Context: an optimization exercise on an open-source flow, tuned for small area. The choices shown serve that exercise and are no tape-out recipe. At most, simulation tests tie the RTL to the original design; equivalence was not proved. For runs 2 to 4, only the layout was checked, not whether the RTL still works. Power is estimated from default activity; no workload was simulated.

[constraint.sdc]
create_clock -name core_clock -period 10.0 [get_ports {ClkPort}]
set_input_delay 2.0000 -clock core_clock [delete_from_list [all_inputs] [get_ports {ClkPort}]]
set_output_delay 2.0000 -clock core_clock [all_outputs]
set_load 0.01 [all_outputs]
[config.mk]
export PLATFORM = sky130hd
export DESIGN_NAME = chess_top
export DESIGN_NICKNAME = chess_top
export VERILOG_FILES = /design/flow/design.v
export SDC_FILE = /design/flow/constraint.sdc
export NUM_CORES = 8
export LEC_CHECK = 0
export CAP_MARGIN = 20
export CORE_MARGIN = 2
export CORE_UTILIZATION = 25
export PLACE_DENSITY = 0.45
export SLEW_MARGIN = 20
[design.v]
module input_debounce(CLK, RESET, Btn, Btn_pulse);
input CLK;
input RESET;
input Btn;
output Btn_pulse;
localparam [10:0] RST = 11'd58;
reg s;
reg P;
reg [10:0] C;
assign Btn_pulse = P;
wire last = (C[9] == 1'b0) && (C[7:0] == 8'b0011_0000);
wire go   = (Btn ^ s) & ~P;            
wire adv  = go & ~last;
wire [10:0] Cs = {C[9:0], ~(C[10] ^ C[8])};
always @(posedge CLK, posedge RESET)
begin
	if (RESET) begin
		s <= 1'b0;
		P <= 1'b0;
		C <= RST;
	end
	else begin
		C <= adv ? Cs : RST;
		if (go & last) s <= ~s;
		P <= go & last & ~s;
	end
end
endmodule
module hvsync_generator(clk, reset, vga_h_sync, vga_v_sync, xb, xs, yb, ys);
input clk;
input reset;
output vga_h_sync, vga_v_sync;
output reg [3:0] xb;
output reg [5:0] xs;
output reg [3:0] yb;
output reg [5:0] ys;
reg vga_HS, vga_VS;
wire xs_end = (xs == 6'd50);
wire x_wrap = xs_end && (xb == 4'd15);
wire x_800  = (xb == 4'd13) && (xs == 6'd30);    
wire y_521  = (yb == 4'd9)  && (ys == 6'd31);    
wire ys_end = (ys == 6'd50);
wire y_wrap = (yb == 4'd10) && (ys == 6'd21);
always @(posedge clk)
begin
	if (reset) begin
		xb <= 4'd13; xs <= 6'd31;
	end
	else if (x_wrap) begin
		xb <= 4'd0; xs <= 6'd0;
	end
	else if (xs_end) begin
		xb <= xb + 4'd1; xs <= 6'd1;
	end
	else
		xs <= xs + 6'd1;
end
always @(posedge clk)
begin
	if (reset) begin
		yb <= 4'd9; ys <= 6'd32;
	end
	else if (y_521 || x_800) begin
		if (y_wrap) begin
			yb <= 4'd0; ys <= 6'd0;
		end
		else if (ys_end) begin
			yb <= yb + 4'd1; ys <= 6'd1;
		end
		else
			ys <= ys + 6'd1;
	end
end
always @(posedge clk)
begin
	vga_HS <= ((xb == 4'd10) && (xs >= 6'd36)) || (xb == 4'd11) || ((xb == 4'd12) && (xs <= 6'd31));
	vga_VS <= ((yb == 4'd8) && (ys == 6'd50)) || ((yb == 4'd9) && (ys == 6'd1));
end
assign vga_h_sync = ~vga_HS;
assign vga_v_sync = ~vga_VS;
endmodule
module display_interface(
	CLK, RESET,
	HSYNC, VSYNC, R, G, B,
	PIECE, CUR_SQ, NEXT_SQ, COL_END,
	CURSOR_ADDR, SELECT_ADDR, SELECT_EN
	);
input wire CLK, RESET;
output wire HSYNC, VSYNC;
output wire [2:0] R;
output wire [2:0] G;
output wire [1:0] B;
input wire [3:0] PIECE;
output wire [5:0] CUR_SQ;
output wire [5:0] NEXT_SQ;
output wire COL_END;
input wire [5:0] CURSOR_ADDR;
input wire [5:0] SELECT_ADDR;
input wire SELECT_EN;
wire [3:0] xb, yb;
wire [5:0] xs, ys;
hvsync_generator syncgen(.clk(CLK), .reset(RESET),
	.vga_h_sync(HSYNC), .vga_v_sync(VSYNC),
	.xb(xb), .xs(xs), .yb(yb), .ys(ys));
wire [2:0] row = yb[2:0];
wire [2:0] col = xb[2:0];
assign CUR_SQ  = {row, col};
assign NEXT_SQ = {row, (xb[3] || col == 3'd7) ? 3'd0 : col + 3'd1};
assign COL_END = (xs == 6'd50);
localparam [0:63] pawnArt = {
	8'b00000000, 8'b00000000, 8'b00000000, 8'b00000000,
	8'b00011000, 8'b00111100, 8'b01111110, 8'b01111110 };
localparam [0:63] bishopArt = {
	8'b00000000, 8'b00011000, 8'b00111100, 8'b00111100,
	8'b00011000, 8'b00011000, 8'b00111100, 8'b11100111 };
localparam [0:63] knightArt = {
	8'b00011000, 8'b01111100, 8'b11111110, 8'b11101111,
	8'b00000111, 8'b00011111, 8'b00111111, 8'b01111110 };
localparam [0:63] queenArt = {
	8'b00000000, 8'b01010101, 8'b01010101, 8'b01010101,
	8'b01010101, 8'b01111111, 8'b01111111, 8'b01111111 };
localparam [0:63] kingArt = {
	8'b00011000, 8'b01111110, 8'b00011000, 8'b00011000,
	8'b00111100, 8'b01111110, 8'b01111110, 8'b00111100 };
localparam [0:63] rookArt = {
	8'b00000000, 8'b01011010, 8'b01111110, 8'b00111100,
	8'b00011000, 8'b00011000, 8'b00111100, 8'b01111110 };
function [2:0] art_idx;
	input [5:0] s;
	begin
		if      (s <= 6'd10) art_idx = 3'd0;
		else if (s <= 6'd15) art_idx = 3'd1;
		else if (s <= 6'd20) art_idx = 3'd2;
		else if (s <= 6'd25) art_idx = 3'd3;
		else if (s <= 6'd30) art_idx = 3'd4;
		else if (s <= 6'd35) art_idx = 3'd5;
		else if (s <= 6'd40) art_idx = 3'd6;
		else                 art_idx = 3'd7;
	end
endfunction
wire [5:0] art_a = {art_idx(ys), art_idx(xs)};
reg art_bit;
always @(*) begin
	case (PIECE[2:0])
		3'd1: art_bit = pawnArt[art_a];
		3'd2: art_bit = knightArt[art_a];
		3'd3: art_bit = bishopArt[art_a];
		3'd4: art_bit = rookArt[art_a];
		3'd5: art_bit = queenArt[art_a];
		3'd6: art_bit = kingArt[art_a];
		default: art_bit = 1'b0;
	endcase
end
wire in_board = ~xb[3] && ~yb[3] && !(col == 3'd7 && xs == 6'd50) && !(row == 3'd7 && ys == 6'd50);
wire border = (xs <= 6'd5) || (xs >= 6'd45) || (ys <= 6'd5) || (ys >= 6'd45);
wire dark = row[0] ^ col[0];
localparam C_OUT = 3'd0, C_DARK = 3'd1, C_LIGHT = 3'd2, C_BLACK = 3'd3,
           C_WHITE = 3'd4, C_CURSOR = 3'd5, C_SEL = 3'd6;
reg [2:0] code;
reg [2:0] code_next;
always @(*) begin
	if (RESET || !in_board) code_next = C_OUT;
	else if (border) begin
		if (CURSOR_ADDR == CUR_SQ) code_next = C_CURSOR;
		else if (SELECT_EN && SELECT_ADDR == CUR_SQ) code_next = C_SEL;
		else code_next = dark ? C_DARK : C_LIGHT;
	end
	else if (art_bit) code_next = PIECE[3] ? C_BLACK : C_WHITE;
	else code_next = dark ? C_DARK : C_LIGHT;
end
always @(posedge CLK) code <= code_next;
reg [7:0] color;
always @(*) begin
	case (code)
		C_DARK:   color = 8'b101_000_00;
		C_LIGHT:  color = 8'b111_110_10;
		C_BLACK:  color = 8'b001_001_01;
		C_WHITE:  color = 8'b111_111_11;
		C_CURSOR: color = 8'b000_000_11;
		C_SEL:    color = 8'b111_000_00;
		default:  color = 8'b000_000_00;
	endcase
end
assign R = color[7:5];
assign G = color[4:2];
assign B = color[1:0];
endmodule
module game_logic(
	CLK, RESET,
	BtnL, BtnU, BtnR, BtnD, BtnC,
	cursor_contents, cursor_stale, ahead_empty,
	cursor_addr, selected_addr, sel_piece, dest_addr,
	state, player_to_move, move_is_legal
	);
input wire CLK, RESET;
input wire BtnL, BtnU, BtnR, BtnD, BtnC;
input wire [3:0] cursor_contents;
input wire cursor_stale;  
input wire ahead_empty;   
output reg [5:0] cursor_addr;
output reg [5:0] selected_addr;
output reg [3:0] sel_piece;
output reg [5:0] dest_addr;
output reg [2:0] state;
output wire move_is_legal;
localparam PIECE_NONE   = 3'b000;
localparam PIECE_PAWN   = 3'b001;
localparam PIECE_KNIGHT = 3'b010;
localparam PIECE_BISHOP = 3'b011;
localparam PIECE_ROOK   = 3'b100;
localparam PIECE_QUEEN  = 3'b101;
localparam PIECE_KING   = 3'b110;
localparam COLOR_WHITE  = 0;
localparam COLOR_BLACK  = 1;
localparam INITIAL = 3'b000,
	PIECE_SEL = 3'b001, PIECE_MOVE = 3'b010,
	WRITE_NEW_PIECE = 3'b011, ERASE_OLD_PIECE = 3'b100;
output reg player_to_move;
reg sel_empty;
wire [2:0] sel_type = sel_empty ? PIECE_NONE : sel_piece[2:0];
wire cur_own = (cursor_contents[3] == player_to_move) && (cursor_contents[2:0] != PIECE_NONE);
always @(posedge CLK, posedge RESET) begin
	if (RESET) begin
		state <= INITIAL;
		player_to_move <= COLOR_WHITE;
		cursor_addr <= 6'b110_100;
	end
	else begin
		case (state)
			INITIAL: state <= PIECE_SEL;
			PIECE_SEL:
				if (BtnC && cur_own) state <= PIECE_MOVE;
			PIECE_MOVE:
				if (BtnC) begin
					if (!cur_own && legal) state <= WRITE_NEW_PIECE;
					else if (!cur_own) state <= PIECE_SEL;
				end
			WRITE_NEW_PIECE: state <= ERASE_OLD_PIECE;
			ERASE_OLD_PIECE: begin
				state <= PIECE_SEL;
				player_to_move <= ~player_to_move;
			end
			default: ;
		endcase
		if      (BtnL && cursor_addr[2:0] != 3'b000) cursor_addr <= cursor_addr - 6'b000_001;
		else if (BtnR && cursor_addr[2:0] != 3'b111) cursor_addr <= cursor_addr + 6'b000_001;
		else if (BtnU && cursor_addr[5:3] != 3'b000) cursor_addr <= cursor_addr - 6'b001_000;
		else if (BtnD && cursor_addr[5:3] != 3'b111) cursor_addr <= cursor_addr + 6'b001_000;
	end
end
always @(posedge CLK) begin
	if (state == INITIAL) begin
		selected_addr <= 6'd0;
		sel_piece <= {1'b1, PIECE_ROOK};
		sel_empty <= 1'b0;
	end
	else begin
		if ((state == PIECE_SEL || state == PIECE_MOVE) && BtnC && cur_own) begin
			selected_addr <= cursor_addr;
			sel_piece <= cursor_contents;
			sel_empty <= 1'b0;
		end
		if (state == ERASE_OLD_PIECE) sel_empty <= 1'b1;
	end
	if (state == PIECE_MOVE) dest_addr <= cursor_addr;
end
wire [2:0] cr = cursor_addr[5:3], cc = cursor_addr[2:0];
wire [2:0] sr = selected_addr[5:3], sc = selected_addr[2:0];
wire [2:0] h_delta = (cc >= sc) ? cc - sc : sc - cc;
wire [2:0] v_delta = (cr >= sr) ? cr - sr : sr - cr;
wire dest_empty = (cursor_contents[2:0] == PIECE_NONE);
reg legal;
always @(*) begin
	case (sel_type)
		PIECE_PAWN:
			if (cursor_stale)
				legal = 1'b0;
			else if (player_to_move == COLOR_WHITE)
				legal = (cr < sr) && (
					  (v_delta == 3'd2 && h_delta == 3'd0 && sr == 3'b110 && dest_empty && ahead_empty)
					|| (v_delta == 3'd1 && h_delta == 3'd0 && dest_empty)
					|| (v_delta == 3'd1 && h_delta == 3'd1 && cursor_contents[3] == COLOR_BLACK && !dest_empty));
			else
				legal = (cr > sr) && (
					  (v_delta == 3'd2 && h_delta == 3'd0 && sr == 3'b001 && dest_empty && ahead_empty)
					|| (v_delta == 3'd1 && h_delta == 3'd0 && dest_empty)
					|| (v_delta == 3'd1 && h_delta == 3'd1 && cursor_contents[3] == COLOR_WHITE && !dest_empty));
		PIECE_ROOK:   legal = (h_delta == 3'd0 || v_delta == 3'd0);
		PIECE_QUEEN:  legal = (h_delta == 3'd0 || v_delta == 3'd0 || h_delta == v_delta);
		PIECE_KING:   legal = (h_delta <= 3'd1) && (v_delta <= 3'd1);
		PIECE_BISHOP: legal = (h_delta == v_delta);
		PIECE_KNIGHT: legal = (h_delta == 3'd2 && v_delta == 3'd1) || (v_delta == 3'd2 && h_delta == 3'd1);
		default:      legal = 1'b0;
	endcase
end
assign move_is_legal = legal && (state != INITIAL);
endmodule
`timescale 1ns / 1ps
module chess_top( MemOE, MemWR, RamCS, FlashCS, QuadSpiFlashCS,
		ClkPort,
		BtnL, BtnU, BtnD, BtnR, BtnC,
		Sw0,
		vga_hsync, vga_vsync,
		vga_r0, vga_r1, vga_r2,
		vga_g0, vga_g1, vga_g2,
		vga_b0, vga_b1,
		Ld0, Ld1, Ld2, Ld3, Ld4
	);
input		Sw0;
input		BtnL, BtnU, BtnD, BtnR, BtnC;
input		ClkPort;
output wire	MemOE, MemWR, RamCS, FlashCS, QuadSpiFlashCS;
assign MemOE = 1'b0;
assign MemWR = 1'b0;
assign RamCS = 1'b0;
assign FlashCS = 1'b0;
assign QuadSpiFlashCS = 1'b0;
output wire vga_hsync, vga_vsync;
output wire vga_r0, vga_r1, vga_r2;
output wire vga_g0, vga_g1, vga_g2;
output wire vga_b0, vga_b1;
output wire Ld0, Ld1, Ld2, Ld3, Ld4;
wire Reset = Sw0;
wire[2:0] vga_r;
wire[2:0] vga_g;
wire[1:0] vga_b;
assign vga_r0 = vga_r[2]; assign vga_r1 = vga_r[1]; assign vga_r2 = vga_r[0];
assign vga_g0 = vga_g[2]; assign vga_g1 = vga_g[1]; assign vga_g2 = vga_b[0];
assign vga_b0 = vga_b[1]; assign vga_b1 = vga_b[0];
wire BtnC_pulse, BtnU_pulse, BtnR_pulse, BtnL_pulse, BtnD_pulse;
input_debounce L_debounce(.CLK(ClkPort), .RESET(Reset), .Btn(BtnL), .Btn_pulse(BtnL_pulse));
input_debounce R_debounce(.CLK(ClkPort), .RESET(Reset), .Btn(BtnR), .Btn_pulse(BtnR_pulse));
input_debounce U_debounce(.CLK(ClkPort), .RESET(Reset), .Btn(BtnU), .Btn_pulse(BtnU_pulse));
input_debounce D_debounce(.CLK(ClkPort), .RESET(Reset), .Btn(BtnD), .Btn_pulse(BtnD_pulse));
input_debounce C_debounce(.CLK(ClkPort), .RESET(Reset), .Btn(BtnC), .Btn_pulse(BtnC_pulse));
function [3:0] init_piece;
	input [5:0] sq;
	reg [2:0] back;
	begin
		case (sq[2:0])
			3'd0, 3'd7: back = 3'd4;
			3'd1, 3'd6: back = 3'd2;
			3'd2, 3'd5: back = 3'd3;
			3'd3:       back = 3'd5;
			default:    back = 3'd6;
		endcase
		case (sq[5:3])
			3'd0: init_piece = {1'b1, back};
			3'd1: init_piece = 4'b1001;
			3'd6: init_piece = 4'b0001;
			3'd7: init_piece = {1'b0, back};
			default: init_piece = 4'b0000;
		endcase
	end
endfunction
wire [5:0] cursor_addr, selected_addr, dest_addr;
wire [3:0] sel_piece;
wire [2:0] logic_state;
wire [3:0] cursor_contents;
reg ahead_empty;
wire player_is_black;
game_logic logic_module(
	.CLK(ClkPort), .RESET(Reset),
	.BtnL(BtnL_pulse), .BtnU(BtnU_pulse), .BtnR(BtnR_pulse), .BtnD(BtnD_pulse), .BtnC(BtnC_pulse),
	.cursor_contents(cursor_contents), .cursor_stale(pend_dest && cursor_addr == dest_addr),
	.ahead_empty(ahead_empty),
	.cursor_addr(cursor_addr), .selected_addr(selected_addr),
	.sel_piece(sel_piece), .dest_addr(dest_addr),
	.state(logic_state), .player_to_move(player_is_black), .move_is_legal(Ld4));
assign { Ld3, Ld2, Ld1, Ld0 } = { 1'b0, logic_state };
wire st_initial = (logic_state == 3'd0);
wire st_write   = (logic_state == 3'd3);
wire st_erase   = (logic_state == 3'd4);
reg [255:0] ring;            
reg [5:0] phase;             
reg init_pending;
reg pend_dest, pend_src;     
wire [3:0] slot0  = ring[3:0];
wire [3:0] slot32 = ring[131:128];
reg [3:0] head_in;           
always @(*) begin
	if (init_pending) head_in = init_piece(phase);
	else if (pend_dest && phase == dest_addr) head_in = sel_piece;
	else if (pend_src && phase == selected_addr) head_in = 4'b0000;
	else head_in = slot0;
end
always @(posedge ClkPort) begin
	ring <= {head_in, ring[255:4]};
	phase <= st_initial ? 6'd0 : phase + 6'd1;
	init_pending <= st_initial | (init_pending & (phase != 6'd63));
	pend_dest <= ~st_initial & (st_write | (pend_dest & (phase != dest_addr)));
	pend_src  <= ~st_initial & (st_erase | (pend_src & (phase != selected_addr)));
end
wire [5:0] cursor_slot = cursor_addr - phase;
assign cursor_contents = ring[{cursor_slot, 2'b00} +: 4];
wire [5:0] ahead_sq = {(player_is_black ? 3'd2 : 3'd5), selected_addr[2:0]};
always @(posedge ClkPort)
	if (phase == ahead_sq) ahead_empty <= (head_in[2:0] == 3'b000);
wire [5:0] cur_sq, next_sq;
wire col_end;
reg [3:0] dcur, dnext;
wire [5:0] next_off = next_sq - phase;
wire [5:0] cur_off = cur_sq - phase;
always @(posedge ClkPort) begin
	if (next_off[4:0] == 5'd0) dnext <= next_off[5] ? slot32 : head_in;
	if (col_end) dcur <= (next_off == 6'd0) ? head_in : dnext;
	else if (cur_off == 6'd0) dcur <= head_in;
end
reg [3:0] disp_piece;
always @(*) begin
	if (init_pending) disp_piece = init_piece(cur_sq);
	else if (pend_dest && cur_sq == dest_addr) disp_piece = sel_piece;
	else if (pend_src && cur_sq == selected_addr) disp_piece = 4'b0000;
	else disp_piece = dcur;
end
display_interface display_interface(
	.CLK(ClkPort), .RESET(Reset),
	.HSYNC(vga_hsync), .VSYNC(vga_vsync),
	.R(vga_r), .G(vga_g), .B(vga_b),
	.PIECE(disp_piece), .CUR_SQ(cur_sq), .NEXT_SQ(next_sq), .COL_END(col_end),
	.CURSOR_ADDR(cursor_addr), .SELECT_ADDR(selected_addr),
	.SELECT_EN(logic_state == 3'd2));
endmodule
[run.sh]
#!/bin/bash
# synth_recipe.tcl (not shown) runs the flow's synth.tcl, then flattens the netlist and writes it again
# the make line also repeats each setting of config.mk as NAME=value (left out here)
make -C /OpenROAD-flow-scripts/flow DESIGN_CONFIG=/design/flow/config.mk WORK_HOME=/design/flow/orfs CLKGATE_MAP_FILE= SYNTH_SCRIPT=/design/flow/synth_recipe.tcl finish
==> results of run 1 <==
## registers in the layout (all words and copies together), names as in the netlist, 6 cells and up
register and flops:
logic_module.selected_addr 6, display_interface.syncgen.ys 6, C_debounce.C 11, logic_module.cursor_addr 6, logic_module.dest_addr 6, phase 6
U_debounce.C 11, ring 256, D_debounce.C 11, R_debounce.C 11, display_interface.syncgen.xs 6, L_debounce.C 11
## synthesized netlist by cell type, drive strengths merged (14+ instances only)
cell type  count  share of area, %
dfxtp        301                37
mux4          80                11
nor2          71               1.7
a21oi         59               1.9
inv           57               1.3
ha            56               4.3
xnor2         53               2.9
dfrtp         52               7.9
nand2         52               1.2
buf           50               2.4
o21ai         42               1.3
nand2b        35               1.3
nand3         34               1.1
and2          30               1.1
nor3          30              0.91
xor2          30               1.6
clkbuf        27              0.62
dfstp         23               3.7
mux2i         23               1.4
mux2          18               1.2
a31oi         15              0.70
edfxtp        15               2.7
nor2b         14              0.53
nor4          14              0.62
## placed cells by master, fill, tap and decap left out, drive strengths merged, types with 6 or more instances in the layout
cell type      count
nand3             34
a21o               9
xor2              30
nor2b             14
nand2b            35
mux4              80
edfxtp            15
o211ai            10
and2              30
nor4              14
mux2              18
nor3b              6
mux2i             23
nand4             13
and3              13
o21bai             8
clkinv            13
clkdlybuf4s50     20
conb               6
nor2              71
nand2             52
a21oi             59
nand4b             6
nor4b             12
o311ai             6
xnor2             53
ha                56
buf                9
a22oi              6
a31oi             15
fa                 6
nor3              30
inv               61
dfstp             23
dfxtp            301
a211oi             6
dfrtp             52
clkbuf            56
o21ai             42
## cell type report
cell class	instances	area, um^2	share of cell area, %
clock buffers	56	1134	6.070
well taps	855	1070	5.728
flip-flops and latches	391	8382	44.88
repair buffers	29	267.8	1.434
multi-input cells	845	7392	39.58
inverters	57	215.2	1.152
clock inverters	20	216.5	1.159
## layer usage
| metal | share of wire [%] | GRT usage, % | wire, um |
|---|---|---|---|
| met3 | 3.5 | 1.972 | 1215 |
| met1 | 50 | 14.90 | 17160 |
| met4 | 1.8 | 2.635 | 617 |
| met5 | 0 | 0 | 0 |
| met2 | 45 | 16.18 | 15510 |
## per-stage QoR
stage	std cells	util (%)
global placement	2177	26.78
finish	2253	28.87
global route	2253	28.87
CTS	2253	28.87
floorplan	1370	-
detailed placement	2177	26.78
## worst max-delay path by stage
stage / from / endpoint / slack (ns) / cells after the start
3_5_place_dp: logic_module.cursor_addr[1]$_DFFE_PP0P_ / Ld4 / 2.48 / 11
2_1_floorplan: logic_module.cursor_addr[0]$_DFFE_PP0P_ / Ld4 / 4.14 / 14
4_1_cts: logic_module.cursor_addr[1]$_DFFE_PP0P_ / Ld4 / 1.87 / 11
5_1_grt: logic_module.cursor_addr[1]$_DFFE_PP0P_ / Ld4 / 1.66 / 11
6_report: logic_module.cursor_addr[1]$_DFFE_PP0P_ / Ld4 / 1.97 / 11
3_3_place_gp: logic_module.cursor_addr[1]$_DFFE_PP0P_ / Ld4 / 2.57 / 11
## worst reg2reg max path, delay by kind of cell (launching register included)
family	cells	cell delay (ns)
compound gates	2	0.43
fa+ha+maj	1	1.52
flops	1	0.64
buf+inv	1	0.27
mux	4	1.41
xor+xnor	1	0.16
simple gates	1	0.50
## cell families after synthesis
group,share of synthesized area (%)
flip-flops,51.01
AND/OR/NAND/NOR,11.92
AO/OA/AOI/OAI,9.259
buffers and inverters,4.340
multiplexers,13.71
XOR/XNOR,4.561
adder cells (fa/ha/maj),5.178
other,0.02282
## report_power, final
part / switching [mW] / internal, mW / total, mW
clock network: 0.645 / 0.863 / 1.51
registers: 0.293 / 1.96 / 2.25
logic: 1.28 / 1.14 / 2.41
total: 2.22 / 3.96 / 6.17
==> run notes, run 1 <==
Status
The run finished with no timing, DRC or antenna violations.

Logic synthesis
The total of warnings raised by yosys is 5. After synthesis the netlist holds a flip-flop and latch count of around 400. The count of flip-flops with a built-in enable after synthesis is 15. The mapped netlist covers approximately 16000 um^2.

The cell count after synthesis came out at between 1000 and 1500. After synthesis, the share of flip-flops with an asynchronous set or reset is a little under a fifth. The count of different cell masters after synthesis is 99. A synthesized cell averages 12.04 um^2.

In the synthesized netlist the dominant register cell turns out to be dfxtp_1. Summing the sequential cell areas from Yosys gives between 50% and 60% of the chip area.

Floorplan
The die span in x is about 260 um. 27 I/O pins were placed. The starting density of the core is between 20 and 30%.

The floorplan step defined a core boundary enclosing around 65000 um^2. The die covers 67800 um^2. In this run the core area contains just over 90 standard-cell rows.

The floorplan step set the die height to around 260 um.

Routing
The pre-antenna-repair detailed-routing pass consisted of 4 iterations. In the final routed layout, each cell accounts on average for 15.32 um. The vias per cell is 4.492. Summed over all layers, the routed wires come to roughly 35000 um.

The DRC violation total after the first TritonRoute iteration is between 500 and 600. The final route contains just over 10000 vias. In this run the remaining antenna-violating nets after routing total 0. In the routed design, unresolved DRC markers number 0.

Worst setup path
The kind of critical path is flop to output port. In this run the critical register-to-register path is launched from logic_module.cursor_addr[1]$_DFFE_PP0P_. The cell with the biggest individual delay on the critical path is fa_4. STA puts the critical path data arrival time at ~6.0 ns. In this design, the largest share of critical-path delay is due to adder cells. The critical path launch point type is a flop. Walking the worst path, the cells encountered are inv_1, fa_4, mux4_1, mux4_2, mux2i_1, mux2_2, xor2_2, or4b_1, a311o_1, nor2_1, clkdlybuf4s50_1. The worst-path maximum fanout is 64. Across all register-to-register paths, the minimum setup slack is around 5 ns. STA classifies the critical path endpoint as an output port.

Counting both buffers and inverters, the worst setup path holds a total of 2. The endpoint of the most critical register-to-register path is logic_module.state[1]$_DFFE_PP0P_. The required time of the critical path is ~8 ns. The number of cells on the worst reg-to-reg path is 10. The largest single stage delay on the critical path is around 1.5 ns.

Clocking
The clock-pin slew on the worst setup and hold paths is ~0.060 ns. The number of hold buffers added after CTS was 0. The number of CTS-inserted buffers is 41.

The H-tree level count is 2. The clock tree root buffer cell is clkbuf_16. CTS saw between 300 and 400 sinks. The TritonCTS clock tree is done. In this run, post-CTS repair resized a total of 0 instances. The clock passes through at most 3 buffers. The source-to-sink clock delay at the later pin of the worst-skew pair is between 0.5 and 0.6 ns. The post-CTS repair timing setup buffer count is 0.

Min path
For hold timing, the worst endpoint is ring[120]$_DFF_P_. In this run the most critical hold path is launched from ring[124]$_DFF_P_. The worst hold path passes through 0 cells. The kind of path behind the tightest hold check is flop to flop.

Finish
The synthesis-to-finish area growth is 13.66%. After the last flow step, the layout net total stands at roughly 1400. The filler cells instantiated in the layout total 6615. The share of layout cells above drive strength 1 is between 10% and 20%. The design area is 18680 um^2. The final antenna diode count is 0.

STA
The worst hold margin is ~0.33 ns. The count of final max-slew check failures was 0. At the pin with the least slew margin, the transition time is around 1.0 ns. Setup violations remaining at the end of the flow were counted as 0. After routing, the total negative slack on setup checks comes to 0 ns. The final hold violation count is 0. In the post-route analysis, the smallest setup slack over all paths is about 2.0 ns. Between clock sinks in the finished design, the worst skew comes to between 0.02 and 0.025 ns. Static timing analysis puts the maximum clock frequency at 124.5 MHz. Setup repair after global routing left no endpoint under its margin. The final worst-path cycle share is approximately four fifths. The clock period could shrink to approximately 8.0 ns. The worst pin sits at a relative slew slack of a little under a third.

Place
The cell area after placement is 17330 um^2. The number of buffers added on ports is 20. Prior to clock tree synthesis, the placed netlist has a worst setup slack of 2.476 ns.

The final RePlAce weighted congestion is between 0.7 and 0.8. The wire-length estimate of the detail-placed layout is 23120 um.

Global routing
The first global-routing pass estimated roughly 57000 um of wire. The number of antenna violations at the first check in global routing is 0. The remaining global-route overflow is 0.

Entering global routing, the biggest net connects 76 pins. The global-route usage over all layers is between 10% and 20%. The via count of the first global-routing pass is between 10000 and 15000.

Power and ir drop
In this run the power density over the cells is approximately 330 nW/um^2. The post-route total power is around 6.2 mW. The analysis attributes to cell leakage a power of 7.228 nW. The peak supply drop is approximately 0.33 mV.

Run
The total of max-cap violations is 0.
==> inputs of run 2 (changes only) <==
--- a/design.v
+++ b/design.v
@@ -27,53 +27,73 @@
 end
 endmodule
-module hvsync_generator(clk, reset, vga_h_sync, vga_v_sync, xb, xs, yb, ys);
+module hvsync_generator(clk, reset, vga_h_sync, vga_v_sync, xb, xu, xr5, yb, yu, yr5);
 input clk;
 input reset;
 output vga_h_sync, vga_v_sync;
 output reg [3:0] xb;
-output reg [5:0] xs;
+output reg [3:0] xu;
+output wire xr5;
 output reg [3:0] yb;
-output reg [5:0] ys;
+output reg [3:0] yu;
+output wire yr5;
+reg [2:0] xr, yr;
 reg vga_HS, vga_VS;
-wire xs_end = (xs == 6'd50);
-wire x_wrap = xs_end && (xb == 4'd15);
-wire x_800  = (xb == 4'd13) && (xs == 6'd30);    
-wire y_521  = (yb == 4'd9)  && (ys == 6'd31);    
-wire ys_end = (ys == 6'd50);
-wire y_wrap = (yb == 4'd10) && (ys == 6'd21);
+assign xr5 = xr[2] & ~xr[1];
+assign yr5 = yr[2] & ~yr[1];
+wire xr1 = ~xr[2] & xr[0] & ~xr[1];
+wire yr1 = ~yr[2] & yr[0] & ~yr[1];
+wire x_blk_end = xr5 && (xu == 4'd8);                
+wire x_wrap    = x_blk_end && (xb == 4'd15);
+wire x_800     = xr5 && (xu == 4'd7) && (xb == 4'd13);  
+reg [3:0] xu_next;
+always @(*) begin
+	case (xu)
+		4'd15: xu_next = 4'd0;
+		4'd0:  xu_next = 4'd1;
+		4'd1:  xu_next = 4'd2;
+		4'd2:  xu_next = 4'd3;
+		4'd3:  xu_next = 4'd7;
+		4'd7:  xu_next = 4'd6;
+		4'd6:  xu_next = 4'd5;
+		4'd5:  xu_next = 4'd4;
+		4'd4:  xu_next = 4'd8;
+		default: xu_next = 4'd15;
+	endcase
+end
+wire y_521     = yr1 && (yu == 4'd5) && (yb == 4'd9);
+wire y_blk_end = yr5 && (yu == 4'd8);
+wire y_wrap    = yr1 && (yu == 4'd3) && (yb == 4'd10);
 always @(posedge clk)
 begin
 	if (reset) begin
-		xb <= 4'd13; xs <= 6'd31;
-	end
-	else if (x_wrap) begin
-		xb <= 4'd0; xs <= 6'd0;
+		xb <= 4'd13; xu <= 4'd6; xr <= 3'b001;      
 	end
-	else if (xs_end) begin
-		xb <= xb + 4'd1; xs <= 6'd1;
+	else begin
+		xr <= {xr[1:0], (~xr[2] | ~xr[1]) & ~x_wrap};
+		if (xr5) xu <= xu_next;
+		if (x_blk_end) xb <= xb + 4'd1;
 	end
-	else
-		xs <= xs + 6'd1;
 end
 always @(posedge clk)
 begin
 	if (reset) begin
-		yb <= 4'd9; ys <= 6'd32;
+		yb <= 4'd9; yu <= 4'd5; yr <= 3'b011;       
 	end
 	else if (y_521 || x_800) begin
 		if (y_wrap) begin
-			yb <= 4'd0; ys <= 6'd0;
+			yb <= 4'd0; yu <= 4'd15; yr <= 3'b000;
 		end
-		else if (ys_end) begin
-			yb <= yb + 4'd1; ys <= 6'd1;
+		else begin
+			yr <= {yr[1:0], ~yr[2] | ~yr[1]};
+			if (yr5) yu <= (yu == 4'd8) ? 4'd15 : yu + 4'd1;
+			if (y_blk_end) yb <= yb + 4'd1;
 		end
-		else
-			ys <= ys + 6'd1;
 	end
 end
 always @(posedge clk)
 begin
-	vga_HS <= ((xb == 4'd10) && (xs >= 6'd36)) || (xb == 4'd11) || ((xb == 4'd12) && (xs <= 6'd31));
-	vga_VS <= ((yb == 4'd8) && (ys == 6'd50)) || ((yb == 4'd9) && (ys == 6'd1));
+	vga_HS <= ((xb == 4'd10) && (xu == 4'd5 || xu == 4'd4 || xu == 4'd8)) || (xb == 4'd11)
+	       || ((xb == 4'd12) && (xu == 4'd15 || xu <= 4'd3 || xu == 4'd7 || (xu == 4'd6 && xr1)));
+	vga_VS <= ((yb == 4'd8) && (yu == 4'd8) && yr5) || ((yb == 4'd9) && (yu == 4'd15) && yr1);
 end
 assign vga_h_sync = ~vga_HS;
@@ -98,60 +118,54 @@
 input wire [5:0] SELECT_ADDR;
 input wire SELECT_EN;
-wire [3:0] xb, yb;
-wire [5:0] xs, ys;
+wire [3:0] xb, yb, xu, yu;
+wire xr5, yr5;
 hvsync_generator syncgen(.clk(CLK), .reset(RESET),
 	.vga_h_sync(HSYNC), .vga_v_sync(VSYNC),
-	.xb(xb), .xs(xs), .yb(yb), .ys(ys));
+	.xb(xb), .xu(xu), .xr5(xr5), .yb(yb), .yu(yu), .yr5(yr5));
 wire [2:0] row = yb[2:0];
 wire [2:0] col = xb[2:0];
 assign CUR_SQ  = {row, col};
 assign NEXT_SQ = {row, (xb[3] || col == 3'd7) ? 3'd0 : col + 3'd1};
-assign COL_END = (xs == 6'd50);
-localparam [0:63] pawnArt = {
-	8'b00000000, 8'b00000000, 8'b00000000, 8'b00000000,
-	8'b00011000, 8'b00111100, 8'b01111110, 8'b01111110 };
-localparam [0:63] bishopArt = {
-	8'b00000000, 8'b00011000, 8'b00111100, 8'b00111100,
-	8'b00011000, 8'b00011000, 8'b00111100, 8'b11100111 };
-localparam [0:63] knightArt = {
-	8'b00011000, 8'b01111100, 8'b11111110, 8'b11101111,
-	8'b00000111, 8'b00011111, 8'b00111111, 8'b01111110 };
-localparam [0:63] queenArt = {
-	8'b00000000, 8'b01010101, 8'b01010101, 8'b01010101,
-	8'b01010101, 8'b01111111, 8'b01111111, 8'b01111111 };
-localparam [0:63] kingArt = {
-	8'b00011000, 8'b01111110, 8'b00011000, 8'b00011000,
-	8'b00111100, 8'b01111110, 8'b01111110, 8'b00111100 };
-localparam [0:63] rookArt = {
-	8'b00000000, 8'b01011010, 8'b01111110, 8'b00111100,
-	8'b00011000, 8'b00011000, 8'b00111100, 8'b01111110 };
-function [2:0] art_idx;
-	input [5:0] s;
-	begin
-		if      (s <= 6'd10) art_idx = 3'd0;
-		else if (s <= 6'd15) art_idx = 3'd1;
-		else if (s <= 6'd20) art_idx = 3'd2;
-		else if (s <= 6'd25) art_idx = 3'd3;
-		else if (s <= 6'd30) art_idx = 3'd4;
-		else if (s <= 6'd35) art_idx = 3'd5;
-		else if (s <= 6'd40) art_idx = 3'd6;
-		else                 art_idx = 3'd7;
-	end
-endfunction
-wire [5:0] art_a = {art_idx(ys), art_idx(xs)};
+assign COL_END = (xu == 4'd8) && xr5;       
 reg art_bit;
 always @(*) begin
-	case (PIECE[2:0])
-		3'd1: art_bit = pawnArt[art_a];
-		3'd2: art_bit = knightArt[art_a];
-		3'd3: art_bit = bishopArt[art_a];
-		3'd4: art_bit = rookArt[art_a];
-		3'd5: art_bit = queenArt[art_a];
-		3'd6: art_bit = kingArt[art_a];
+	case ({PIECE[2:0], yu[2:0], xu[2:0]})
+		9'o143, 9'o147, 9'o152, 9'o153, 9'o156, 9'o157, 9'o161, 9'o162,
+		9'o163, 9'o165, 9'o166, 9'o167, 9'o171, 9'o172, 9'o173, 9'o175,
+		9'o176, 9'o177:
+			art_bit = 1'b1;
+		9'o203, 9'o207, 9'o211, 9'o212, 9'o213, 9'o216, 9'o217, 9'o220,
+		9'o221, 9'o222, 9'o223, 9'o225, 9'o226, 9'o227, 9'o230, 9'o231,
+		9'o232, 9'o234, 9'o235, 9'o236, 9'o237, 9'o244, 9'o245, 9'o246,
+		9'o253, 9'o254, 9'o255, 9'o256, 9'o257, 9'o262, 9'o263, 9'o264,
+		9'o265, 9'o266, 9'o267, 9'o271, 9'o272, 9'o273, 9'o275, 9'o276,
+		9'o277:
+			art_bit = 1'b1;
+		9'o313, 9'o317, 9'o322, 9'o323, 9'o326, 9'o327, 9'o332, 9'o333,
+		9'o336, 9'o337, 9'o343, 9'o347, 9'o353, 9'o357, 9'o362, 9'o363,
+		9'o366, 9'o367, 9'o370, 9'o371, 9'o372, 9'o374, 9'o375, 9'o376:
+			art_bit = 1'b1;
+		9'o411, 9'o413, 9'o415, 9'o417, 9'o421, 9'o422, 9'o423, 9'o425,
+		9'o426, 9'o427, 9'o432, 9'o433, 9'o436, 9'o437, 9'o443, 9'o447,
+		9'o453, 9'o457, 9'o462, 9'o463, 9'o466, 9'o467, 9'o471, 9'o472,
+		9'o473, 9'o475, 9'o476, 9'o477:
+			art_bit = 1'b1;
+		9'o511, 9'o513, 9'o514, 9'o516, 9'o521, 9'o523, 9'o524, 9'o526,
+		9'o531, 9'o533, 9'o534, 9'o536, 9'o541, 9'o543, 9'o544, 9'o546,
+		9'o551, 9'o552, 9'o553, 9'o554, 9'o555, 9'o556, 9'o557, 9'o561,
+		9'o562, 9'o563, 9'o564, 9'o565, 9'o566, 9'o567, 9'o571, 9'o572,
+		9'o573, 9'o574, 9'o575, 9'o576, 9'o577:
+			art_bit = 1'b1;
+		9'o603, 9'o607, 9'o611, 9'o612, 9'o613, 9'o615, 9'o616, 9'o617,
+		9'o623, 9'o627, 9'o633, 9'o637, 9'o642, 9'o643, 9'o646, 9'o647,
+		9'o651, 9'o652, 9'o653, 9'o655, 9'o656, 9'o657, 9'o661, 9'o662,
+		9'o663, 9'o665, 9'o666, 9'o667, 9'o672, 9'o673, 9'o676, 9'o677:
+			art_bit = 1'b1;
 		default: art_bit = 1'b0;
 	endcase
 end
-wire in_board = ~xb[3] && ~yb[3] && !(col == 3'd7 && xs == 6'd50) && !(row == 3'd7 && ys == 6'd50);
-wire border = (xs <= 6'd5) || (xs >= 6'd45) || (ys <= 6'd5) || (ys >= 6'd45);
+wire in_board = ~xb[3] && ~yb[3] && !(col == 3'd7 && COL_END) && !(row == 3'd7 && yu == 4'd8 && yr5);
+wire border = (xu == 4'd15) || (xu == 4'd8) || (xu == 4'd4 && xr5)
+           || (yu == 4'd15) || (yu == 4'd8) || (yu == 4'd7 && yr5);
 wire dark = row[0] ^ col[0];
 localparam C_OUT = 3'd0, C_DARK = 3'd1, C_LIGHT = 3'd2, C_BLACK = 3'd3,
@@ -243,8 +257,8 @@
 			default: ;
 		endcase
-		if      (BtnL && cursor_addr[2:0] != 3'b000) cursor_addr <= cursor_addr - 6'b000_001;
-		else if (BtnR && cursor_addr[2:0] != 3'b111) cursor_addr <= cursor_addr + 6'b000_001;
-		else if (BtnU && cursor_addr[5:3] != 3'b000) cursor_addr <= cursor_addr - 6'b001_000;
-		else if (BtnD && cursor_addr[5:3] != 3'b111) cursor_addr <= cursor_addr + 6'b001_000;
+		if      (BtnL && cursor_addr[2:0] != 3'b000) cursor_addr[2:0] <= cursor_addr[2:0] - 3'd1;
+		else if (BtnR && cursor_addr[2:0] != 3'b111) cursor_addr[2:0] <= cursor_addr[2:0] + 3'd1;
+		else if (BtnU && cursor_addr[5:3] != 3'b000) cursor_addr[5:3] <= cursor_addr[5:3] - 3'd1;
+		else if (BtnD && cursor_addr[5:3] != 3'b111) cursor_addr[5:3] <= cursor_addr[5:3] + 3'd1;
 	end
 end
@@ -400,15 +414,15 @@
 wire col_end;
 reg [3:0] dcur, dnext;
-wire [5:0] next_off = next_sq - phase;
-wire [5:0] cur_off = cur_sq - phase;
+wire next_any  = (next_sq[4:0] == phase[4:0]);      
+wire next_head = next_any && (next_sq[5] == phase[5]);
+wire cur_head  = (cur_sq == phase);
 always @(posedge ClkPort) begin
-	if (next_off[4:0] == 5'd0) dnext <= next_off[5] ? slot32 : head_in;
-	if (col_end) dcur <= (next_off == 6'd0) ? head_in : dnext;
-	else if (cur_off == 6'd0) dcur <= head_in;
+	if (next_any) dnext <= next_head ? head_in : slot32;
+	if (col_end) dcur <= next_head ? head_in : dnext;
+	else if (cur_head) dcur <= head_in;
 end
 reg [3:0] disp_piece;
 always @(*) begin
-	if (init_pending) disp_piece = init_piece(cur_sq);
-	else if (pend_dest && cur_sq == dest_addr) disp_piece = sel_piece;
+	if (pend_dest && cur_sq == dest_addr) disp_piece = sel_piece;
 	else if (pend_src && cur_sq == selected_addr) disp_piece = 4'b0000;
 	else disp_piece = dcur;
--- a/config.mk
+++ b/config.mk
@@ -9,4 +9,6 @@
 export CORE_MARGIN = 2
 export CORE_UTILIZATION = 25
+export CTS_BUF_LIST = sky130_fd_sc_hd__clkbuf_4
+export CTS_CLUSTER_SIZE = 30
 export PLACE_DENSITY = 0.45
 export SLEW_MARGIN = 20
==> run 2 against run 1 <==
Compared with the run above: sequential share of layout area grew 2.0 points; highest routed layer is now met5; largest power group unchanged; still clean on timing, DRC and antenna; non-clock buffer count grew 1; via count shrank 0.24%.
==> run notes, run 2 <==
Status
The flow ran to the end and the layout has no timing, DRC or antenna violations.

Worst setup path
The launching element of the worst setup path is logic_module.cursor_addr[1]$_DFFE_PP0N_. The worst setup path is launched from a flop. The cell with the biggest individual delay on the critical path is fa_4. The required time of the critical path was 8.00 ns (about the same).

In this run the critical register-to-register path is launched from logic_module.cursor_addr[1]$_DFFE_PP0N_. The critical path goes through inv_1, fa_4, buf_4, mux4_2, mux4_2, a21oi_1, a22oi_1, nor3_2, nand2_1, a221o_1, a21oi_1, clkdlybuf4s50_1. The kind of critical path is flop to output port. The data arrival time of the critical path is 6.34 ns (+0.31 ns).

The endpoint type of the worst setup path is an output port. The highest cell delay on the worst timing path is 1.39 ns (-0.13 ns). The length in cells of the worst reg-to-reg path is 14 (+4). The worst-path maximum fanout is 49 (-23%).

Routing
The remaining antenna violation count is 0 (unchanged). The DRC violation total after the first TritonRoute iteration came to 450 (-13%). The wire length reported by the detailed router came to 33820 um (-2.0%). The post-route DRC violation count is 0 (unchanged). The count of TritonRoute iterations in the first routing pass is 4 (unchanged). The total via count after detailed routing came to 10096 (-0.24%). The mean routed wirelength per cell is 14.59 um (-4.7%). The vias per cell was 4.355 (-3.0%).

STA
The summed negative setup slack over all endpoints is 0 ns (unchanged). The final worst-path cycle share is 83.43% (+3.1 points). The post-layout minimum cycle time is 8.343 ns (+0.3098 ns). Setup repair after global routing left no endpoint under its margin. The count of final max-slew check failures is 0 (unchanged). The achievable clock frequency is 119.9 MHz (-3.7%). The final hold violation count is 0 (unchanged). The transition time of the tightest slew-check pin was 0.9513 ns (-0.09344 ns). The worst slew slack as a fraction of its limit is 36.58% (+6.6 points). The worst clock skew on the final layout is 0.04901 ns (+0.02782 ns).

The setup-violating endpoint count in the final report is 0 (unchanged).

Logic synthesis
The count of flip-flops with a built-in enable after synthesis was 15 (unchanged). The count of different cell masters after synthesis is 77 (-22%). By area the synthesized netlist is led by dfxtp_1 (39%), dfrtp_1 (8.4%), mux4_2 (7.5%).

The total of warnings raised by yosys is 5 (unchanged). By count the netlist is led by dfxtp_1 (303), nand2_1 (81), mux2i_1 (63). The leading cell type by number of instances after synthesis is dfxtp_1.

dfxtp_1 takes more of the synthesized area than any other cell. The combined area of all synthesized cells came to 15570 um^2 (-5.2%). In the synthesized netlist the dominant register cell turns out to be dfxtp_1. The synthesized area per cell is 11.74 um^2 (-2.5%).

The gate count after technology mapping is 1326 (-2.9%). The area fraction of the dominant cell type after synthesis is 38.96% (+2.3 points). The async set-or-reset flop fraction in the synthesized netlist is 19.08% (-0.098 points). The sequential-to-total area share from yosys stat is 54.09% (+3.1 points). The number of synthesized register bits is 393 (+0.51%).

Clocking
The total of cells resized after clock tree synthesis was 0 (unchanged). The post-CTS repair timing setup buffer count is 0 (unchanged). The clock tree root buffer cell is clkbuf_4.

The source-to-sink clock delay at the later pin of the worst-skew pair was 0.82 ns (+0.26 ns). The TritonCTS clock tree is done. The H-tree level count is 3 (+1).

The number of CTS-inserted buffers was 106 (+160%). The number of buffers inserted for hold repair after clock tree synthesis is 0 (unchanged). The clock-pin slew on the worst setup and hold paths is 0.06 ns (about the same). The maximum clock path buffer count is 3 (unchanged). The number of clock sinks is 393 (+0.51%).

Floorplan
The full die area is 64300 um^2 (-5.2%). The floorplan core area came to 61600 um^2 (-4.8%). The number of top-level design ports is 27 (unchanged). The height of the die was 253.6 um (-2.6%). The number of placement rows is 91 (-2.2%).

The starting density of the core came to 25.28% (-0.12 points). The die span in x came to 253.6 um (-2.6%).

Place
The final RePlAce weighted congestion is 0.8010 (+6.4%). The total half-perimeter wirelength after legalization and detailed placement is 22130 um (-4.3%). The number of buffers added on ports is 20 (unchanged).

Global routing
The remaining global-route overflow is 0 (unchanged). The wire length of the first global-routing pass is 55500 um (-2.7%). The number of antenna violations at the first check in global routing came to 2 (+2). The maximum number of pins on one net before global-route repair is 76 (unchanged).

The via count of the first global-routing pass was 10474 (+2.4%). The global-route usage over all layers was 10.87% (+0.43 points).

Finish
The post-layout net count is 1443 (+0.63%). The library cell used most frequently in the layout, excluding fill and tap cells, is dfxtp_1. The share of layout cells above drive strength 1 is 19.74% (+3.6 points). The footprint of the multi-input gates is 6694 um^2 (-9.4%). The register with the most flip-flops is ring. Leaving out fill and tap cells, the most frequent cells in the layout are dfxtp_1 (303), clkbuf_4 (157), nand2_1 (81), mux2i_1 (63), nor2_1 (61).

The fill cell total of the finished layout is 6303 (-4.7%). The synthesis-to-finish area growth is 15.32%. The flip-flop count of the largest register after layout is 256 (unchanged). The sequential standard cell area is 8422 um^2 (+0.48%).

Min path
The kind of path behind the tightest hold check is flop to flop. The source of the worst hold timing path is ring[48]$_DFF_P_. The cell depth of the worst min-delay path is 0 (unchanged).

Power and ir drop
The post-route total power came to 6.656 mW (+7.8%). The peak supply drop was 0.3512 mV (+5.9%). The power per standard cell area is 370.7 nW/um^2 (+12%).

The static power due to leakage is 7.101 nW (-1.7%).

Run
The total of max-cap violations is 0 (unchanged).
## run 2: cell types whose count changed in the layout (fill, tap and decap cells not counted), sizes merged, moves of 17 or more
cell and change:
clkinv +22, nand2 +29, a21oi -17, clkbuf +101, ha -21, mux4 -25, mux2i +40
## run 2: critical path: cells and delay by family, from the launching register on
kind            cells  cell delay [ns]
fa+ha+maj           1             1.39
buf+inv             3             1.23
compound gates      4             0.93
mux                 2             0.83
flops               1             0.61
simple gates        2             0.49
## run 2: worst paths after layout
path,endpoint,slack (ns)
setup reg to reg,logic_module.selected_addr[3]$_SDFFE_PP0P_,4.73
setup / recovery,Ld4,1.66
max in group asynchronous,R_debounce.C[2]$_DFF_PP0_,6.83
hold reg to reg,ring[44]$_DFF_P_,0.32
hold / removal,ring[44]$_DFF_P_,0.32
min in group asynchronous,logic_module.state[2]$_DFFE_PP0P_,2.49
## run 2: layout make-up
type                       count  share of cell area, %
sequential                   393                  46.90
multi-input combinational    818                  37.28
clock buffer                 157                  6.564
tap                          837                  5.832
timing repair buffer          30                  1.533
inverter                      45                 0.9476
clock inverter                36                 0.9197
antenna                        2                0.02787
## run 2: cells by family after synthesis
family                     count (synthesis)  share of synthesized area (%)
adders and majority gates                 42                          3.712
xor gates and xnor gates                  80                          4.620
other                                      1                        0.02408
DFF                                      393                          54.09
buffers and inverters                    120                          3.423
muxes                                    137                          13.45
AOI/OAI and AO/OA                        163                          6.975
and+or+nand+nor                          390                          13.71
## run 2: metal layers
layer	GRT usage, %	routed length (um)	vias to the layer above
li1	-	-	4924
met1	13.93	16230	4897
met2	16.87	15060	206
met3	3.042	1681	67
met4	5.173	830	2
met5	0	13	-
## run 2: metrics by stage
stage | cells | utilization (%) | worst slack (ns) | hold slack, ns | instance area (um^2)
2_1_floorplan | 1331 | - | 4.221 | 0.3224 | 15590
3_3_place_gp | 2123 | 26.96 | 2.504 | 0.3305 | 16610
3_5_place_dp | 2123 | 26.96 | 2.435 | 0.3284 | 16610
4_1_cts | 2316 | 29.14 | 1.501 | 0.3162 | 17950
5_1_grt | 2317 | 29.15 | 1.244 | 0.3173 | 17950
6_report | 2318 | 29.15 | 1.657 | 0.3204 | 17960
## run 2: power by group
part | total, mW | leakage, nW | switching [mW] | internal [mW]
clock network | 1.39 | 0.807 | 0.668 | 0.723
registers | 2.29 | 3.54 | 0.297 | 1.99
logic | 2.98 | 2.75 | 1.65 | 1.33
==> inputs of run 3 (changes only) <==
--- a/config.mk
+++ b/config.mk
@@ -8,7 +8,6 @@
 export CAP_MARGIN = 20
 export CORE_MARGIN = 2
-export CORE_UTILIZATION = 25
-export CTS_BUF_LIST = sky130_fd_sc_hd__clkbuf_4
-export CTS_CLUSTER_SIZE = 30
-export PLACE_DENSITY = 0.45
+export CORE_UTILIZATION = 60
+export CTS_BUF_LIST = sky130_fd_sc_hd__clkbuf_8
+export PLACE_DENSITY = 0.7
 export SLEW_MARGIN = 20
==> run 3 against run 2 <==
Compared with the run above: cell count decreased by 25%; synthesized area unchanged; core utilization increased by 40 points; maximum frequency increased by 3.3%; still clean; setup slack improved by 0.27 ns; register-to-register slack got worse by 0.15 ns; critical endpoint unchanged.
==> run notes, run 3 <==
Status
The flow ran to the end and the layout has no timing, DRC or antenna violations.

Worst setup path
The kind of critical path is flop to output port. The length in cells of the worst reg-to-reg path is 13 (-1). The worst-path maximum fanout is 68 (+39%). The worst setup path is launched from a flop.

On the critical path, the stage with the largest delay is an instance of fa_4. The required time of the critical path is 8.00 ns (about the same). The worst setup path is captured at an output port. The most numerous cell on the critical path is mux2i_1. The signal on the critical path passes through inv_1, ha_4, fa_4, buf_4, mux4_2, mux2i_1, mux2i_1, a2bb2o_1, a31oi_1, nor3_2, nand2_1, a221o_1, a21oi_1, clkdlybuf4s50_1. The highest cell delay on the worst timing path is 1.30 ns (-0.09 ns). The data arrival time of the critical path is 6.08 ns (-0.26 ns).

STA
The final worst-path cycle share is 80.75% (-2.7 points). The worst clock skew on the final layout was 0.01798 ns (-0.03102 ns). The transition time of the tightest slew-check pin is 0.9916 ns (+0.04030 ns).

The setup-violating endpoint count in the final report is 0 (unchanged). The summed negative setup slack over all endpoints is 0 ns (unchanged). The worst slew slack as a fraction of its limit came to 33.90% (-2.7 points). The count of final max-slew check failures is 0 (unchanged). The final hold violation count is 0 (unchanged). The post-layout minimum cycle time is 8.075 ns (-0.2681 ns).

The achievable clock frequency came to 123.8 MHz (+3.3%). Setup repair after global routing left no endpoint under its margin.

Finish
The final antenna diode count was 0 (-2). The library cells used most frequently in the layout, excluding fill and tap cells, are dfxtp_1 (303), clkbuf_8 (90), nand2_1 (81), mux2i_1 (63), nor2_1 (61). The register with the most flip-flops is ring. The final standard cell count with taps included and fillers excluded came to 1727 (-25%). The fill cell total of the finished layout is 1856 (-71%). The post-layout net count was 1396 (-3.3%). Relative to the synthesized area, the layout overhead comes to 12.11%. The share of layout cells above drive strength 1 came to 16.32% (-3.4 points). The flip-flop count of the largest register after layout is 256 (unchanged). The design area is 17460 um^2 (-2.8%).

The library cell used most frequently in the layout, excluding fill and tap cells, is dfxtp_1.

Global routing
The maximum number of pins on one net before global-route repair is 86 (+13%). The via count of the first global-routing pass was 9714 (-7.3%). The number of antenna violations at the first check in global routing was 1 (-1).

The routing usage on met3 is 4.196% (+1.2 points). The remaining global-route overflow is 0 (unchanged). The global-route usage over all layers is 22.82% (+12 points). The wire length of the first global-routing pass came to 49200 um (-11%). The met2 routing resource usage after global routing is 36.29% (+19 points).

The met1 routing resource usage after global routing was 31.60% (+18 points). The busiest metal layer after global routing is met2.

Floorplan
The number of top-level design ports is 27 (unchanged). The starting density of the core is 61.48% (+36 points). The die span in x is 165.1 um (-35%).

The full die area is 27260 um^2 (-58%). The height of the die was 165.1 um (-35%). The number of placement rows came to 58 (-36%). The floorplan core area is 25330 um^2 (-59%).

Logic synthesis
The async set-or-reset flop fraction in the synthesized netlist is 19.08% (unchanged). The largest total area in the synthesized netlist belongs to dfxtp_1. The combined area of all synthesized cells was 15570 um^2 (unchanged). In the post-synthesis netlist, the cell with the most instances is dfxtp_1. The number of synthesized register bits is 393 (unchanged). Ranked by instance count, the synthesized netlist is headed by dfxtp_1 (303), nand2_1 (81), mux2i_1 (63).

The sequential-to-total area share from yosys stat is 54.09% (unchanged). In the post-synthesis netlist, the biggest area contributors are dfxtp_1 (39%), dfrtp_1 (8.4%), mux4_2 (7.5%). The gate count after technology mapping is 1326 (unchanged). The synthesized area per cell came to 11.74 um^2 (unchanged). The most frequently used flop master after synthesis is dfxtp_1. The count of flip-flops with a built-in enable after synthesis is 15 (unchanged).

The count of different cell masters after synthesis was 77 (unchanged). The area fraction of the dominant cell type after synthesis is 38.96% (unchanged). The total of warnings raised by yosys is 5 (unchanged).

Clocking
The total of cells resized after clock tree synthesis is 0 (unchanged). The number of buffers inserted for hold repair after clock tree synthesis is 0 (unchanged). The maximum clock path buffer count is 3 (unchanged). TritonCTS built the clock tree. The post-CTS repair timing setup buffer count was 0 (unchanged). The source-to-sink clock delay at the later pin of the worst-skew pair is 0.61 ns (-0.21 ns). The clock-pin slew on the worst setup and hold paths is 0.06 ns (about the same). The H-tree level count is 2 (-1). The clock tree root buffer cell is clkbuf_8. The number of CTS-inserted buffers came to 61 (-42%). The number of clock sinks was 393 (unchanged).

Routing
The DRC violation total after the first TritonRoute iteration was 703 (+56%). The vias per cell is 5.719 (+31%). The wire length reported by the detailed router is 30220 um (-11%).

The post-route DRC violation count is 0 (unchanged). The count of TritonRoute iterations in the first routing pass came to 5 (+1). The remaining antenna violation count was 0 (unchanged). The total via count after detailed routing is 9876 (-2.2%). The mean routed wirelength per cell is 17.50 um (+20%).

Place
The total half-perimeter wirelength after legalization and detailed placement is 19890 um (-10%). The number of buffers added on ports came to 20 (unchanged). The final RePlAce weighted congestion is 0.8568 (+7.0%). The cell area after placement is 15950 um^2 (-4.0%). The number of cells in the design after placement came to 1613 (-24%).

Min path
The cell depth of the worst min-delay path was 0 (unchanged). In this run the worst hold path is classified as flop to flop.

Power and ir drop
The post-route total power is 6.754 mW (+1.5%). The peak supply drop is 0.3041 mV (-13%). The static power due to leakage was 7.092 nW (-0.14%). The power per standard cell area is 386.9 nW/um^2 (+4.4%).

Run
The total of max-cap violations is 0 (unchanged).
-- run 3: cell counts after synthesis --
No cell type changed its count.
-- run 3: layout make-up --
type	count	area [um^2]	area share, %
clock buffer	90	1239	7.096
clock inverter	23	251.5	1.441
inverter	45	170.2	0.9748
multi-input combinational	818	6694	38.35
sequential	393	8422	48.24
tap	330	412.9	2.365
timing repair buffer	28	267.8	1.534
-- run 3: through the flow --
stage	utilization, %	setup WS [ns]	hold WS, ns
final	68.93	1.925	0.3414
after global routing	68.93	1.544	0.3306
after CTS	68.87	1.887	0.3220
after detailed placement	62.98	2.552	0.3279
after global placement	62.98	2.620	0.3265
after floorplan	-	4.221	0.3224
-- run 3: critical path: cells and delay by family, from the launching register on --
family                   cells  cell delay, ns
multiplexers                 3            0.63
buffers and inverters        3            1.25
flip-flops                   1            0.56
AND/OR/NAND/NOR              2            0.55
adder cells (fa/ha/maj)      2            1.52
AO/OA/AOI/OAI                4            0.86
-- run 3: logic make-up after synthesis --
family / Yosys count / share of synthesized area (%)
xor+xnor: 80 / 4.620
mux: 137 / 13.45
simple gates: 390 / 13.71
compound gates: 163 / 6.975
fa+ha+maj: 42 / 3.712
flops: 393 / 54.09
other cells: 1 / 0.02408
buf+inv: 120 / 3.423
-- run 3: worst paths after layout --
check | start | end | slack (ns)
max | logic_module.cursor_addr[0]$_DFFE_PP0N_ | Ld4 | 1.92
min | ring[224]$_DFF_P_ | ring[220]$_DFF_P_ | 0.34
max reg2reg | logic_module.cursor_addr[0]$_DFFE_PP0N_ | logic_module.sel_piece[2]$_SDFFE_PP1P_ | 4.58
min reg2reg | ring[224]$_DFF_P_ | ring[220]$_DFF_P_ | 0.34
max in group asynchronous | Sw0 | R_debounce.C[6]$_DFF_PP0_ | 7.20
min in group asynchronous | Sw0 | logic_module.cursor_addr[3]$_DFFE_PP0P_ | 2.31
-- run 3: power by group --
part	switching, mW	internal [mW]
registers	0.302	1.99
clock network	0.621	0.927
logic	1.59	1.32
-- run 3: metal layers --
metal	share of wire (%)	vias to the layer above	wire (um)
li1	-	4755	-
met1	47	4843	14100
met2	46	210	13900
met3	4.5	68	1353
met4	2.8	0	860
met5	0	-	0
==> inputs of run 4 (changes only) <==
--- a/config.mk
+++ b/config.mk
@@ -8,6 +8,8 @@
 export CAP_MARGIN = 20
 export CORE_MARGIN = 2
-export CORE_UTILIZATION = 60
-export CTS_BUF_LIST = sky130_fd_sc_hd__clkbuf_8
-export PLACE_DENSITY = 0.7
+export CORE_UTILIZATION = 50
+export CTS_BUF_LIST = sky130_fd_sc_hd__clkbuf_16
+export CTS_CLUSTER_DIAMETER = 80
+export CTS_CLUSTER_SIZE = 22
+export PLACE_DENSITY = 0.65
 export SLEW_MARGIN = 20
==> run 4 against run 3 <==
Compared with the run above: critical path type unchanged; cell count down 0.98%; sequential power about the same; die area grew 19%; largest cell class unchanged; flip-flop and latch count unchanged; synthesized cell count is the same; core utilization down 14 points; global-route usage shrank 4.7 points; critical endpoint unchanged; highest routed layer unchanged; maximum frequency down 0.32%.
==> run notes, run 4 <==
Clocking
The clock-pin slew on the worst setup and hold paths is 0.09 ns (+0.03 ns). The H-tree level count was 1 (-1). The total of cells resized after clock tree synthesis is 0 (unchanged). The number of clock sinks came to 393 (unchanged).

The number of buffers inserted for hold repair after clock tree synthesis came to 0 (unchanged). The number of CTS-inserted buffers is 22 (-64%). The root buffer cell chosen for the clock tree is clkbuf_16. The maximum clock path buffer count is 3 (unchanged). The source-to-sink clock delay at the later pin of the worst-skew pair is 0.55 ns (-0.06 ns). TritonCTS built the clock tree. The post-CTS repair timing setup buffer count was 0 (unchanged).

Worst setup path
The start of the worst register-to-register path is logic_module.cursor_addr[0]$_DFFE_PP0N_. The data arrival time of the critical path is 6.10 ns (+0.02 ns). The worst setup path is of the flop to output port kind. The length in cells of the worst reg-to-reg path is 15 (+2). The worst-path maximum fanout came to 60 (-12%). The worst setup path is captured at an output port. The reg-to-reg setup timing slack is 4.68 ns (+0.10 ns). The worst setup path is launched from a flop. The required time of the critical path was 8.00 ns (about the same). The endpoint of the most critical register-to-register path is logic_module.selected_addr[1]$_SDFFE_PP0P_.

Floorplan
The height of the die is 180.5 um (+9.3%). The starting density of the core is 50.90% (-11 points). The full die area was 32570 um^2 (+19%). The die span in x came to 180.5 um (+9.3%). The number of placement rows is 64 (+10%). The number of top-level design ports is 27 (unchanged).

The floorplan core area is 30590 um^2 (+21%).

Finish
The post-layout net count came to 1356 (-2.9%). More flip-flops sit in one register than any other, and that register is ring. The library cells used most frequently in the layout, excluding fill and tap cells, are dfxtp_1 (303), nand2_1 (81), mux2i_1 (63), nor2_1 (61). The synthesis-to-finish area growth is 7.063%. The design area is 16670 um^2 (-4.5%). The share of layout cells above drive strength 1 is 11.26% (-5.1 points). The fill cell total of the finished layout was 2607 (+40%). The final antenna diode count is 0 (unchanged). The commonest non-fill, non-tap cell in the layout is dfxtp_1.

The flip-flop count of the largest register after layout came to 256 (unchanged).

STA
The setup-violating endpoint count in the final report came to 0 (unchanged). The achievable clock frequency is 123.4 MHz (-0.32%). The final worst-path cycle share is 81.01% (+0.26 points).

The worst clock skew on the final layout is 0.01560 ns (-0.002385 ns). The worst slew slack as a fraction of its limit is 24.71% (-9.2 points). The post-layout minimum cycle time is 8.101 ns (+0.02606 ns). The transition time of the tightest slew-check pin is 1.128 ns (+0.1360 ns). The summed negative setup slack over all endpoints is 0 ns (unchanged).

The count of final max-slew check failures was 0 (unchanged). The final hold violation count is 0 (unchanged). Setup repair after global routing left no endpoint under its margin.

Power and ir drop
The switching component of the power is 2.352 mW (-6.4%). The switching portion of total power came to 38.79% (+1.6 points). The share of total power in combinational logic is 47.4% (+4.3 points).

The static power due to leakage is 6.604 nW (-6.9%). The internal power is 3.711 mW (-13%). The power per standard cell area is 363.7 nW/um^2 (-6.0%).

The peak supply drop came to 0.2467 mV (-19%). The part of the total power dissipated in the clock network is 15.0% (-7.9 points). The portion of total power attributed to sequential cells came to 37.7% (+3.7 points).

Logic synthesis
The number of synthesized register bits is 393 (unchanged). The sequential-to-total area share from yosys stat was 54.09% (unchanged). The leading cell type by number of instances after synthesis is dfxtp_1. The commonest cells after synthesis are dfxtp_1 (303), nand2_1 (81), mux2i_1 (63). The count of flip-flops with a built-in enable after synthesis was 15 (unchanged). After synthesis, the cell types taking the most area are dfxtp_1 (39%), dfrtp_1 (8.4%), mux4_2 (7.5%). The dominant cell type by area after synthesis is dfxtp_1. The count of different cell masters after synthesis is 77 (unchanged). The synthesized area per cell is 11.74 um^2 (unchanged). The async set-or-reset flop fraction in the synthesized netlist was 19.08% (unchanged). Among all flip-flop cells after synthesis, the most frequent one is dfxtp_1.

The gate count after technology mapping is 1326 (unchanged). The area fraction of the dominant cell type after synthesis came to 38.96% (unchanged). The combined area of all synthesized cells is 15570 um^2 (unchanged).

The total of warnings raised by yosys is 5 (unchanged).

Global routing
The number of antenna violations at the first check in global routing came to 0 (-1). The remaining global-route overflow is 0 (unchanged). The maximum number of pins on one net before global-route repair is 86 (unchanged).

The via count of the first global-routing pass is 9438 (-2.8%). The wire length of the first global-routing pass came to 48980 um (-0.45%). The global-route usage over all layers was 18.09% (-4.7 points).

Min path
The worst hold path belongs to the class flop to flop. The worst-case hold path end point is ring[142]$_DFF_P_. The cell depth of the worst min-delay path is 0 (unchanged). The source of the worst hold timing path is ring[146]$_DFF_P_.

Place
The final RePlAce weighted congestion was 0.8280 (-3.4%). The cell area after placement is 16030 um^2 (+0.47%). The number of buffers added on ports is 20 (unchanged). The total half-perimeter wirelength after legalization and detailed placement came to 20000 um (+0.57%).

Routing
The DRC violation total after the first TritonRoute iteration was 518 (-26%). The post-route DRC violation count is 0 (unchanged). The wire length reported by the detailed router was 29260 um (-3.2%). The total via count after detailed routing is 9452 (-4.3%). The remaining antenna violation count came to 0 (unchanged). The vias per cell is 5.527 (-3.3%). The mean routed wirelength per cell is 17.11 um (-2.2%). The count of TritonRoute iterations in the first routing pass is 5 (unchanged).

Run
The total of max-cap violations came to 0 (unchanged).

Status
The run finished with no timing, DRC or antenna violations.
[run 4: cell count changes in the layout (fill, tap and decap cells not counted), moves of 2 or more]
cell and delta:
clkbuf_16 +22, bufinv_16 -5, inv_1 -3, clkbuf_8 -90, clkinv_2 -7, clkinv_4 +2
[run 4: logic make-up (layout without fill, tap and decap cells)]
| group | after synthesis | count (layout) | share of synthesized area [%] |
|---|---|---|---|
| DFF | 393 | 393 | 54.09 |
| and+or+nand+nor | 390 | 390 | 13.71 |
| AOI/OAI and AO/OA | 163 | 163 | 6.975 |
| muxes | 137 | 137 | 13.45 |
| buffers and inverters | 120 | 103 | 3.423 |
| xor gates and xnor gates | 80 | 80 | 4.620 |
| adders and majority gates | 42 | 42 | 3.712 |
| other | 1 | 6 | 0.02408 |
[run 4: cell type report]
type | instances | area (um^2) | share of cell area [%]
Tap cell | 396 | 495.5 | 2.972
Inverter | 45 | 170.2 | 1.021
Sequential cell | 393 | 8422 | 50.52
Clock inverter | 9 | 78.83 | 0.4728
Multi-Input combinational cell | 818 | 6694 | 40.15
Clock buffer | 22 | 550.5 | 3.302
Timing Repair Buffer | 27 | 260.3 | 1.561
[run 4: power by group through the flow]
stage,registers [mW],logic [mW],clock network [mW]
after floorplan,2.16,2.36,0
after global placement,2.31,2.87,0
after detailed placement,2.31,2.90,0
after CTS,2.29,2.91,0.938
after global routing,2.34,3.14,0.996
final,2.28,2.87,0.907
[run 4: metal layers]
layer	share of wire, %	GRT usage [%]	up-vias	wire, um
met5	0	0	-	0
met4	2.5	4.710	0	728
met3	3.0	2.183	39	891
met2	46	29.45	137	13510
met1	48	25.74	4634	14120
li1	-	-	4642	-
[run 4: worst max path at each step]
stage                     endpoint  slack [ns]                                     from  cells past startpoint
final                          Ld4        1.90  logic_module.cursor_addr[0]$_DFFE_PP0N_                     13
after global routing           Ld4        1.56  logic_module.cursor_addr[1]$_DFFE_PP0N_                     12
after CTS                      Ld4        1.82  logic_module.cursor_addr[1]$_DFFE_PP0N_                     12
after detailed placement       Ld4        2.40  logic_module.cursor_addr[1]$_DFFE_PP0N_                     12
after global placement         Ld4        2.48  logic_module.cursor_addr[0]$_DFFE_PP0N_                     13
after floorplan                Ld4        4.22  logic_module.cursor_addr[0]$_DFFE_PP0N_                     16
[run 4: per-stage QoR]
stage          util, %  power (mW)  worst slack (ns)  hold slack (ns)  cells
2_1_floorplan        -       4.513             4.221           0.3224   1331
3_3_place_gp     52.39       5.182             2.485           0.3273   1678
3_5_place_dp     52.39       5.218             2.404           0.3309   1678
4_1_cts          54.45       6.140             1.815           0.3407   1709
5_1_grt          54.50       6.471             1.561           0.3527   1710
6_report         54.50       6.063             1.899           0.3396   1710
[run 4: critical path, cell delays in order, from the launching register on]
cell and delay, ns:
dfrtp_1 0.56, inv_1 0.23, ha_4 0.22, fa_4 1.27, buf_4 0.50, mux4_2 0.37, mux4_2 0.46, mux2i_1 0.13
mux2i_1 0.14, nor3_2 0.45, nand2_1 0.10, a221o_1 0.35, a21oi_1 0.15, clkdlybuf4s50_1 0.58

==> what the ideal ports hide <==
Ports are ideal in the flow. The routed layouts listed here were re-timed in OpenROAD. Step 1, drivers: a clkbuf_16 drives ClkPort and a buf_2 each remaining input, both assumed. Step 2 also shifts input and output timing later by t, the mid clock arrival at the registers, as if the neighbouring blocks saw the same clock. Slacks: ideal ports / drivers / drivers and shift; pairs: ideal ports / drivers.
run | shift t [ns] | setup slack, ns | hold WS [ns] | worst setup path at the end | clock arrival spread, ns
run 1 | 0.606 | 1.966 / 1.907 / 2.513 | 0.334 / 0.334 / 0.334 | register to output | 0.024 / 0.024
run 2 | 0.854 | 1.657 / 1.606 / 2.460 | 0.320 / 0.320 / 0.320 | register to output | 0.055 / 0.054
run 3 | 0.647 | 1.925 / 1.881 / 2.528 | 0.341 / 0.341 / 0.341 | register to output | 0.020 / 0.021
run 4 | 0.587 | 1.899 / 1.851 / 2.439 | 0.340 / 0.340 / 0.340 | register to output | 0.017 / 0.017
After both steps setup and hold are still met in every run listed.
